Source: an optimization exercise on an open RTL-to-GDS flow (aim: small area and a short achievable clock period). Production flows keep margins and buffers that such runs may drop. No run shown here included a check of the RTL's function; only the layout flow was run. Power figures rest on the tool's default switching activity, not on a simulated workload.

==> design/flow/design.v <==
module bist_multiplexer (
    input logic [5:0] normal_addr,
    input logic [7:0] normal_data,
    input logic normal_rwbar,
    input logic [7:0] blo,
    input logic [7:0] bhi,
    input logic [3:0] bist_data,
    input logic bist_we,
    input logic NbarT,
    input logic nNbarT,
    output logic [7:0] lo,
    output logic [7:0] hi,
    output logic we,
    output logic [7:0] mem_data
);
assign we = bist_we | (nNbarT & ~normal_rwbar);
assign mem_data = NbarT ? {4'b0000, bist_data} : normal_data;
always_comb
    for (int i = 0; i < 8; i++) begin
        lo[i] = blo[i] | (nNbarT & (normal_addr[2:0] == i[2:0]));
        hi[i] = bhi[i] | (nNbarT & (normal_addr[5:3] == i[2:0]));
    end
endmodule
module bist_wordsel (
    input logic [7:0] lo,
    input logic [7:0] hi,
    input logic we,
    output logic [63:0] rsel,
    output logic [63:0] wsel
);
always_comb
    for (int w = 0; w < 64; w++) begin
        rsel[w] = hi[w / 8] & lo[w % 8] & ~we;
        wsel[w] = hi[w / 8] & lo[w % 8] & we;
    end
endmodule
module bist_rdbit (
    input logic [63:0] sel,
    input logic [63:0] d,
    input logic byp,
    input logic byp_d,
    output logic q
);
assign q = |(sel & d) | (byp & byp_d);
endmodule
module bist_comparator (
    input logic clk,
    input logic NbarT,
    input logic write_en,
    input logic [3:0] data_t,
    input logic [7:0] ramout,
    output logic fail
);
always_ff @(posedge clk)
    fail <= NbarT & ~write_en & (ramout != {4'b0000, data_t});
endmodule
module bist_sram
(
    input logic [7:0] lo,
    input logic [7:0] hi,
    input logic [7:0] ramin,
    input logic we, clk,
    output logic [7:0] ramout
);
    logic [7:0] mem [64];
    logic [63:0] rsel, wsel;
    logic [63:0] col [8];
    logic [7:0] rd;
    bist_wordsel SEL (.lo(lo), .hi(hi), .we(we), .rsel(rsel), .wsel(wsel));
    always_ff @(posedge clk)
        for (int w = 0; w < 64; w++)
            if (wsel[w])
                mem[w] <= ramin;
    always_comb
        for (int b = 0; b < 8; b++)
            for (int w = 0; w < 64; w++)
                col[b][w] = mem[w][b];
    for (genvar b = 0; b < 8; b++) begin : g_rd
        bist_rdbit R (.sel(rsel), .d(col[b]), .byp(we), .byp_d(ramin[b]), .q(rd[b]));
    end
    always_ff @(posedge clk)
        ramout <= rd;
endmodule
module bist_controller (
  input clk,
  input reset,
  input start,
  output reg [7:0] lo,
  output reg [7:0] hi,
  output reg write_en,
  output [3:0] data_in,
  input [3:0] data_out,
  output reg bist_done,
  output reg bist_result,
  output test_mode,
  output reg nact
);
  localparam BLANKET_0 = 3'b000, BLANKET_1 = 3'b001, CHECKERBOARD = 3'b010,
             CHECKERBOARD_INV = 3'b011, MARCH_C = 3'b100, MARCH_A = 3'b101;
  reg act, rd, direction, d1, d0;
  reg [2:0] pattern;
  reg [7:0] count;
  reg act_n, rd_n, dir_n, d1_n, d0_n, we_n, done_n, res_n;
  reg [2:0] pat_n;
  reg [7:0] count_n;
  reg [5:0] addr_n;
  assign test_mode = act;
  assign data_in = {d1, d0, d1, d0};
  wire last = &count;
  wire [7:0] count_inc = count + 8'd1;
  wire [5:0] addr_step = direction ? count_inc[5:0] : ~count[5:0];
  always_comb begin
    act_n = act;
    rd_n = rd;
    dir_n = direction;
    d1_n = d1;
    d0_n = d0;
    we_n = write_en;
    done_n = bist_done;
    res_n = bist_result;
    pat_n = pattern;
    count_n = count;
    addr_n = 6'd0;
    if (reset) begin
      act_n = 1'b0;
      rd_n = 1'b0;
      pat_n = BLANKET_0;
      count_n = 8'd0;
      we_n = 1'b0;
      d1_n = 1'b0;
      d0_n = 1'b0;
      done_n = 1'b0;
      res_n = 1'b1;
      dir_n = 1'b1;
    end else if (!act) begin
      if (start && !bist_done) begin
        act_n = 1'b1;
        rd_n = 1'b0;
        count_n = 8'd0;
        we_n = 1'b1;
        d1_n = 1'b0;
        d0_n = 1'b0;
      end
    end else if (!rd) begin
      if (last) begin
        rd_n = 1'b1;
        count_n = 8'd0;
        we_n = 1'b0;
      end else begin
        count_n = count_inc;
        addr_n = addr_step;
        if (pattern == CHECKERBOARD) begin
          d1_n = ~count[0];
          d0_n = count[0];
        end else if (pattern == CHECKERBOARD_INV) begin
          d1_n = count[0];
          d0_n = ~count[0];
        end
      end
    end else begin
      if (last) begin
        if (pattern == MARCH_A && !direction) begin
          act_n = 1'b0;
          done_n = 1'b1;
        end else begin
          rd_n = 1'b0;
          count_n = 8'd0;
          we_n = 1'b1;
          addr_n = ((pattern == MARCH_C || pattern == MARCH_A) && direction) ? 6'h3f : 6'd0;
          case (pattern)
            BLANKET_0: pat_n = BLANKET_1;
            BLANKET_1: begin
              pat_n = CHECKERBOARD;
              d1_n = 1'b1;
              d0_n = 1'b1;
            end
            CHECKERBOARD: begin
              pat_n = CHECKERBOARD_INV;
              d1_n = 1'b0;
              d0_n = 1'b1;
            end
            CHECKERBOARD_INV: begin
              pat_n = MARCH_C;
              d1_n = 1'b1;
              d0_n = 1'b0;
            end
            MARCH_C: begin
              if (direction) dir_n = 1'b0;
              else pat_n = MARCH_A;
              d1_n = 1'b0;
              d0_n = 1'b0;
            end
            MARCH_A: begin
              dir_n = 1'b0;
              d1_n = 1'b1;
              d0_n = 1'b1;
            end
            default: ;
          endcase
        end
      end else begin
        if (data_out != data_in) res_n = 1'b0;
        if (pattern == MARCH_C) begin
          if (count == 8'd0) begin
            d1_n = 1'b1;
            d0_n = 1'b1;
            we_n = 1'b1;
          end else if (count == 8'd1) begin
            if (data_out != 4'hF) res_n = 1'b0;
            d1_n = 1'b0;
            d0_n = 1'b0;
            we_n = 1'b1;
          end else if (count == 8'd2) begin
            if (data_out != 4'h0) res_n = 1'b0;
            we_n = 1'b0;
          end
        end else if (pattern == MARCH_A) begin
          if (count == 8'd0) begin
            if (data_out != 4'h0) res_n = 1'b0;
            d1_n = 1'b1;
            d0_n = 1'b1;
            we_n = 1'b1;
          end else if (count == 8'd1) begin
            if (data_out != 4'hF) res_n = 1'b0;
            we_n = 1'b0;
          end
        end
        count_n = count_inc;
        addr_n = addr_step;
      end
    end
  end
  always @(posedge clk) begin
    act <= act_n;
    nact <= ~act_n;
    rd <= rd_n;
    direction <= dir_n;
    d1 <= d1_n;
    d0 <= d0_n;
    write_en <= we_n;
    bist_done <= done_n;
    bist_result <= res_n;
    pattern <= pat_n;
    count <= count_n;
    for (int i = 0; i < 8; i++) begin
      lo[i] <= act_n && (addr_n[2:0] == i[2:0]);
      hi[i] <= act_n && (addr_n[5:3] == i[2:0]);
    end
  end
endmodule
module BIST #(
  parameter int size = 6,
  parameter int length = 8
) (
  input logic start, rst, clk, rwbarin,
  input logic [size-1:0] address,
  input logic [length-1:0] datain,
  output logic [length-1:0] dataout,
  output logic fail,
  output logic bist_done,
  output logic bist_result
);
  logic NbarT, nNbarT, write_en, we;
  logic [7:0] blo, bhi, lo, hi;
  logic [3:0] data_t;
  logic [7:0] ramin, ramout;
  bist_multiplexer MUX (
    .normal_addr(address),
    .normal_data(datain),
    .normal_rwbar(rwbarin),
    .blo(blo),
    .bhi(bhi),
    .bist_data(data_t),
    .bist_we(write_en),
    .NbarT(NbarT),
    .nNbarT(nNbarT),
    .lo(lo),
    .hi(hi),
    .we(we),
    .mem_data(ramin)
  );
  bist_controller CNTRL (
    .clk(clk),
    .reset(rst),
    .start(start),
    .lo(blo),
    .hi(bhi),
    .write_en(write_en),
    .data_in(data_t),
    .data_out(ramout[3:0]),
    .bist_done(bist_done),
    .bist_result(bist_result),
    .test_mode(NbarT),
    .nact(nNbarT)
  );
  bist_sram MEM (
    .lo(lo),
    .hi(hi),
    .ramin(ramin),
    .we(we),
    .clk(clk),
    .ramout(ramout)
  );
  bist_comparator CMP (
    .clk(clk),
    .NbarT(NbarT),
    .write_en(write_en),
    .data_t(data_t),
    .ramout(ramout),
    .fail(fail)
  );
  assign dataout = ramout;
endmodule
==> design/flow/flow/run.sh <==
#!/bin/bash
# The standard layout, with the port buffers made of plain buffers
# (sky130_fd_sc_hd__buf_4) instead of the resizer's default choice.
set -euo pipefail
export BUFFER_PORTS_ARGS="-buffer_cell sky130_fd_sc_hd__buf_4"
bash standard.sh finish > standard_finish.log 2>&1
==> design/flow/standard.sh <==
#!/bin/bash
# synth_recipe.tcl (not shown) runs the flow's synth.tcl, then flattens the netlist and writes it again
# the make line also repeats each setting of config.mk as NAME=value (left out here)
make -C /OpenROAD-flow-scripts/flow DESIGN_CONFIG=/design/flow/config.mk WORK_HOME=/design/flow/orfs CLKGATE_MAP_FILE= SYNTH_SCRIPT=/design/flow/synth_recipe.tcl "${@:-finish}"
==> design/flow/config.mk <==
export PLATFORM = sky130hd
export DESIGN_NAME = BIST
export DESIGN_NICKNAME = BIST
export VERILOG_FILES = /design/flow/design.v
export SDC_FILE = /design/flow/constraint.sdc
export NUM_CORES = 4
export LEC_CHECK = 0
export CAP_MARGIN = 20
export CORE_MARGIN = 2
export CORE_UTILIZATION = 40
export SETUP_SLACK_MARGIN = 2.2
export SLEW_MARGIN = 20
export SYNTH_HIERARCHICAL = 1
==> design/flow/constraint.sdc <==
create_clock -name core_clock -period 4.2 [get_ports {clk}]
set_input_delay 0.8400 -clock core_clock [delete_from_list [all_inputs] [get_ports {clk}]]
set_output_delay 0.8400 -clock core_clock [all_outputs]
set_load 0.01 [all_outputs]
==> results of run 1 <==
state kept, by name, summed over array words and instances, names as in the netlist:
register and count:
CNTRL.bist_done 1, CNTRL.lo 8, MEM.ramout 8, CNTRL.d1 1, CMP.fail 1, CNTRL.hi 8
CNTRL.write_en 1, CNTRL.nact 1, CNTRL.direction 1, CNTRL.bist_result 1, CNTRL.d0 1, CNTRL.pattern 3
CNTRL.act 1, MEM.mem 512, CNTRL.rd 1, CNTRL.count 8
modules after synthesis, one instance, submodules excluded, excerpt:
module | flops+latches | cell area [um2] | copies in the design
bist_sram | 520 | 15500 | 1
bist_wordsel | 0 | 1190 | 1
bist_rdbit | 0 | 330 | 8
bist_controller | 36 | 1970 | 1
bist_multiplexer | 0 | 298 | 1
bist_comparator | 1 | 78.8 | 1
how the worst max path moves through the flow:
stage	slack [ps]	to
3_3_place_gp	520	MEM.ramout[7]
2_1_floorplan	1380	MEM.ramout[0]
3_5_place_dp	500	MEM.ramout[0]
6_report	1340	MEM.ramout[1]
4_1_cts	1350	MEM.ramout[7]
5_1_grt	1300	MEM.ramout[1]
metrics by stage:
| stage | hold slack [ps] | power (uW) |
|---|---|---|
| 2_1_floorplan | 432 | 6560 |
| 3_3_place_gp | 497 | 6800 |
| 3_5_place_dp | 506 | 6810 |
| 4_1_cts | 519 | 11800 |
| 5_1_grt | 545 | 12000 |
| 6_report | 508 | 11700 |
synthesized netlist by cell type, types with 13 or more instances:
| master | instances | share of area [%] |
|---|---|---|
| and3_1 | 34 | 0.98 |
| a22oi_1 | 74 | 2.6 |
| a21oi_1 | 13 | 0.30 |
| dfxtp_1 | 45 | 4.1 |
| nand3_1 | 31 | 0.71 |
| buf_2 | 13 | 0.30 |
| inv_1 | 14 | 0.24 |
| a221oi_1 | 73 | 2.9 |
| nor2_1 | 34 | 0.59 |
| nand4_1 | 27 | 0.78 |
| a221oi_2 | 16 | 1.1 |
| and3b_1 | 65 | 2.6 |
| a22o_1 | 90 | 3.6 |
| edfxtp_1 | 512 | 71 |
| and3_2 | 35 | 1.2 |
| clkbuf_1 | 22 | 0.38 |
| o21ai_0 | 19 | 0.44 |
routing by layer:
metal	track usage, %	routed length, um	up-vias
met5	0	0	-
met4	5.70	1390	0
met3	4.50	5340	93
met2	31.6	26100	608
met1	30.0	25200	6713
li1	-	-	5673
layout by cell type (no fill, tap or decap), types with 7 or more instances in the layout:
| cell | Yosys | final |
|---|---|---|
| edfxtp_1 | 512 | 512 |
| a22o_1 | 90 | 90 |
| a22oi_1 | 74 | 71 |
| buf_4 | 4 | 71 |
| clkbuf_16 | 0 | 57 |
| and3_2 | 35 | 53 |
| and3b_1 | 65 | 48 |
| a221oi_2 | 16 | 44 |
| a221oi_1 | 73 | 41 |
| nor2_1 | 34 | 32 |
| nand4_1 | 27 | 27 |
| dfxtp_1 | 45 | 23 |
| nand3_1 | 31 | 22 |
| o21ai_0 | 19 | 17 |
| and3b_2 | 0 | 16 |
| dfxtp_2 | 0 | 15 |
| inv_1 | 14 | 13 |
| clkinv_2 | 0 | 13 |
| nor3_1 | 12 | 12 |
| a21oi_1 | 13 | 12 |
| nand2_1 | 12 | 12 |
| clkbuf_1 | 22 | 11 |
| nand3_2 | 0 | 9 |
| clkinv_1 | 0 | 9 |
| or4_1 | 10 | 8 |
| and3_4 | 0 | 8 |
| and3_1 | 34 | 8 |
| a222oi_1 | 8 | 8 |
| or3_4 | 0 | 8 |
| dfxtp_4 | 0 | 7 |
| a31o_4 | 0 | 7 |
what timing repair did:
action | 4_1_cts | 5_1_grt
gates resized for setup | 94 | 47
endpoints found under the setup margin | 672 | 387
buffers inserted | 16 | 9
cloned | 5 | 0
pin swaps | 28 | 15
power by group:
group,switching [uW],internal (uW),total (uW)
combinational,416,204,620
sequential,50.3,6140,6190
clock,2060,2840,4910
cells by family after synthesis:
| group | synth area share [%] |
|---|---|
| mux | 0.207 |
| fa+ha+maj | 0.230 |
| buf+inv | 1.62 |
| xor+xnor | 0.282 |
| simple gates | 9.48 |
| compound gates | 13.2 |
| flops | 74.9 |
area by class of cell:
class                           instances  share of cell area [%]
Inverter                               15                   0.250
Clock buffer                           68                    5.76
Sequential cell                       557                    64.1
Tap cell                              696                    3.42
Clock inverter                         33                    1.25
Multi-Input combinational cell        672                    22.8
Timing Repair Buffer                   77                    2.48
critical path, stage by stage:
cell	delay [ps]
buf_4	180
inv_1	110
a41o_2	470
and3b_1	370
a22o_1	260
a221oi_2	330
nand4_1	240
or4_1	530
==> run notes, run 1 <==
status finished clean; H-tree lvl count 2; Hold Buf Count CTS 0; Initial DRC Count 1,560; average wire per standard cell ~27 um; final hold vios 0; Worst Tran Pin Value 852 ps; sequential area share after synthesis between 70% and 80%; fillers about 4,500; WHS Endpoint CNTRL.bist_done; Syn Area/Cell 16.8 um2; Primary FF master, synth edfxtp_1; Die Wd 237 um; normalized max-slew margin ~43%; DRT Pass-1 Iters 6; routed vias ~13,000; total CTS buffers 56; Die ar. 56,200 um2; post-detail-place hpwl 33,200 um; Final setup viols 0; CTS tree built; register area 16,300 um2; final critical-path required period 2860 ps; Syn Std Cell Area around 22,000 um2; Final Cycle Share 68.1%; clock skew 13.1 ps; Rows 85; Worst setup SP type input port; vias in the first global route 12,830; CP Launch Point address[5]; Setup TNS Final 0 ps; global-route wire length before repair ~86,000 um; antenna violations before repair 1; I/O pin count 29; crit path max fanout 16; maximum vdd drop 0.319 mV; max_cap viols 0; CTS root buf clkbuf_16; Max Freq 350 MHz; Net Count, Synth about 1,300; Netlist cell types 70; ratio of cells with drive above 1 in the final layout 26.8%; largest net degree at the start of global routing 65; Hold Crit Depth 2; r2r worst-path depth 9; gr usage total 20.7%; CTS clk-pin slew, worst paths 60 ps; PwrDens 460 nW/um2; critical path class input port to flip-flop; Area growth, synth to finish 17.3%; starting density of the core 40.4%; Hold Path Origin CNTRL.bist_done; Final Wtd Congestion roughly 0.9; Hold Crit Class flip-flop to flip-flop; Max Buffers Root-to-Sink 3; RSZ-0062 raised after global routing yes; R2R Setup Slk 1350 ps; #FFs+latches synth approximately 560; Slew Viols, Final 0; pre-CTS setup slack about 500 ps; final core utilization between 40% and 50%; Crit path required time approximately 4700 ps; Sink Count 557; R2R Path Start CNTRL.nact; LEAKAGE 0.00875 uW; Core ar. 53,700 um2; chip height between 200 and 250 um; worst setup margin 1340 ps; Cell Count Post-Placement 1,987; Layout Nets 1,401; n_diodes 0; number of synthesized flops with an enable pin 512; data arrival time of the critical path 3340 ps; Multi-input gate area 5800 um2; Area after DPL 22,800 um2; total grt overflow 0; via/cell ratio 6.18; synthesis warning total 15; I/O Buffers 28; Crit Reg-Reg Endpoint MEM.ramout[4]; final instance area 25,500 um2; # DRC 0; Final ANT Viol Nets 0; Synth Instances 1,289; WL final roughly 58,000 um; crit path capture type flip-flop; ys async rst share 0%; Clock Latency Late Sink 610 ps; Non-Filler Instances 2,118
==> run 2, diff against run 1 <==
--- a/design/flow/config.mk
+++ b/design/flow/config.mk
@@ -8,6 +8,6 @@
 export CAP_MARGIN = 20
 export CORE_MARGIN = 2
 export CORE_UTILIZATION = 40
-export SETUP_SLACK_MARGIN = 2.2
+export SETUP_SLACK_MARGIN = 1.9
 export SLEW_MARGIN = 20
 export SYNTH_HIERARCHICAL = 1
==> run notes, run 2 <==
status finished clean; average wire per standard cell 27.1 um; synthesis warning total 15; vias in the first global route roughly 13,000; Die ar. between 50,000 and 60,000 um2; Rows 85; H-tree lvl count 2; Syn Area/Cell 16.8 um2; final hold vios 0; Hold Buf Count CTS 0; final critical-path required period 2790 ps; LEAKAGE a little under 0.009 uW; commonest non-fill, non-tap cells in the layout edfxtp_1, a22o_1, a22oi_1; Netlist cell types 70; Setup TNS Final 0 ps; largest cells by area after synthesis edfxtp_1, dfxtp_1, a22o_1; CTS tree built; Reg power frac 54.1%; most numerous cell in the Yosys netlist edfxtp_1; Slew Viols, Final 0; antenna violations before repair 2; I/O Buffers 28; register area 16,300 um2; Die Wd 237 um; routed vias 13,017; gr usage total 20.2%; Crit path required time 4690 ps; Max Buffers Root-to-Sink 3; Final Wtd Congestion 0.886; Sw Ratio around 22%; Clk pwr share 40.6%; RSZ-0062 raised after global routing yes; Synth Instances 1,289; Clock Latency Late Sink 620 ps; critical path's slowest cell a41o_2; Layout Nets 1,395; Multi-input gate area 5770 um2; r2r worst-path depth 8; Worst Tran Pin Value 843 ps; post-synth top area share 70.8%; WL final 57,200 um; PwrDens 454 nW/um2; number of synthesized flops with an enable pin 512; Final Cycle Share 66.4%; Final Power 11,500 uW; critical path depth 8; normalized max-slew margin between 40% and 50%; fillers 4,484; most flop-heavy register MEM.mem; Sw Pwr 2510 uW; largest net degree at the start of global routing 65; Hold Crit Depth 1; Crit path buffers/inverters 2; Internal Pwr Total roughly 9000 uW; Synth top cells by count edfxtp_1, a22o_1, a22oi_1; Primary FF master, synth edfxtp_1; Sink Count roughly 560; chip height 237 um; Final setup viols 0; commonest non-fill, non-tap cell in the layout edfxtp_1; clock skew 29.3 ps; dominant delay contributor by cell family on the critical path simple AND/OR/NAND/NOR gates; max_cap viols 0; Initial DRC Count ~1,600; Area growth, synth to finish 16.4%; Net Count, Synth 1,311; data arrival time of the critical path 3280 ps; Worst setup SP type input port; ys async rst share 0%; Largest register FFs 512; sequential area share after synthesis 74.9%; power share of the combinational group 5.3%; maximum vdd drop 0.283 mV; critical-path cell list buf_4, inv_1, a41o_2, and3b_2, a221oi_2, nand3_1, or3_4, or4_1; I/O pin count 29; starting density of the core 40.4%; cell taking the most area after synthesis edfxtp_1; crit path capture type flip-flop; crit path max fanout 16; CTS root buf clkbuf_16; #FFs+latches synth approximately 560; Syn Std Cell Area ~22,000 um2; DRT Pass-1 Iters 5; Core ar. 53,700 um2; # DRC 0; Hold Crit Class flip-flop to flip-flop; critical path class input port to flip-flop; total grt overflow 0; post-detail-place hpwl 33,000 um; via/cell ratio 6.17; Max Freq 359 MHz; Final ANT Viol Nets 0; global-route wire length before repair 84,500 um; CTS clk-pin slew, worst paths approximately 60 ps; Max stage delay on crit path 450 ps; ratio of cells with drive above 1 in the final layout 23.1%; total CTS buffers 55
[run 2: cell counts after synthesis]
No cell type changed its count.
[run 2: cells by family (layout without fill, tap and decap cells)]
logic type | count (synthesis) | in the layout | share of synthesized area (%)
fa+ha+maj | 4 | 4 | 0.230
buf+inv | 65 | 181 | 1.62
mux | 4 | 4 | 0.207
other cells | 0 | 1 | 0
flops | 557 | 557 | 74.9
xor+xnor | 7 | 7 | 0.282
compound gates | 340 | 347 | 13.2
simple gates | 312 | 312 | 9.48
[run 2: repair_timing]
| item | in CTS | in global routing |
|---|---|---|
| resized for setup | 94 | 17 |
| buffers inserted | 25 | 0 |
| endpoints found under the setup margin | 212 | 20 |
| pin swaps | 37 | 10 |
| gates cloned | 8 | 0 |
[run 2: per-layer routing]
| metal | vias up | GRT usage (%) | wire, um |
|---|---|---|---|
| met5 | - | 0 | 0 |
| met4 | 0 | 7.13 | 1820 |
| met3 | 109 | 3.92 | 4860 |
| met2 | 574 | 30.8 | 25800 |
| met1 | 6686 | 29.0 | 24700 |
| li1 | 5648 | - | - |
[run 2: area by class of cell]
cell class                      count  share of cell area [%]
Sequential cell                   557                    64.4
Multi-Input combinational cell    674                    22.8
Clock buffer                       74                    5.97
Tap cell                          696                    3.45
Timing Repair Buffer               70                    2.36
Clock inverter                     22                   0.683
Inverter                           15                   0.253
Antenna cell                        1                 0.00990
[run 2: power groups by stage]
stage,Sequential (uW),Combinational [uW],Clock [uW]
after CTS,6200,597,4700
after floorplan,6280,277,0
after detailed placement,6310,506,0
after global routing,6200,636,4960
after global placement,6310,500,0
final,6200,607,4660
[run 2: worst paths after layout]
| check | startpoint | end | slack (ps) |
|---|---|---|---|
| setup / recovery | address[2] | MEM.ramout[6] | 1410 |
| hold / removal | CNTRL.bist_result | CNTRL.bist_result | 510 |
| setup reg to reg | CNTRL.nact | MEM.ramout[6] | 1420 |
| hold reg to reg | CNTRL.bist_result | CNTRL.bist_result | 510 |
[run 2: Yosys stat by module, one instance, submodules excluded, a selection]
module	cells inside	times used	flops+latches
bist_wordsel	158	1	0
bist_controller	246	1	36
bist_sram	520	1	520
bist_multiplexer	36	1	0
bist_rdbit	40	8	0
bist_comparator	9	1	1
[run 2: per-stage QoR]
stage / hold WS, ps / area, um2 / cells / util [%] / setup WS [ps]
floorplan: 432 / 21800 / 1289 / - / 1380
global placement: 498 / 22800 / 1979 / 42.4 / 316
detailed placement: 487 / 22800 / 1979 / 42.4 / 341
CTS: 517 / 25200 / 2108 / 46.9 / 1470
global route: 539 / 25300 / 2109 / 47.1 / 1380
finish: 512 / 25300 / 2109 / 47.1 / 1410

## afterwards: timing with drivers on the ports
No port has a modelled driver above. Below, the same layouts with a new extraction and two added sets of constraints. Step 1, drivers: a clkbuf_16 drives clk and a buf_2 each remaining input, both assumed. Step 2, shift: input delay + t, output delay - t, t = (earliest + latest rising clock arrival at the registers) / 2. This alone moves slack from input paths to output paths. a / b / c = ideal ports / drivers / drivers and shift; a / b = the first two.
| run | t (ns) | setup slack, ns | worst setup path at the end | clock arrival spread, ns |
|---|---|---|---|---|
| run 1 | 0.653 | 1.341 / 1.346 / 0.712 | input to register | 0.013 / 0.013 |
| run 2 | 0.656 | 1.412 / 1.418 / 0.782 | input to register | 0.032 / 0.032 |
After both steps setup and hold are still met in every run listed. For run 2, which loses most, drivers alone change the setup slack by +0.006 ns; drivers and shift together by -0.630 ns.
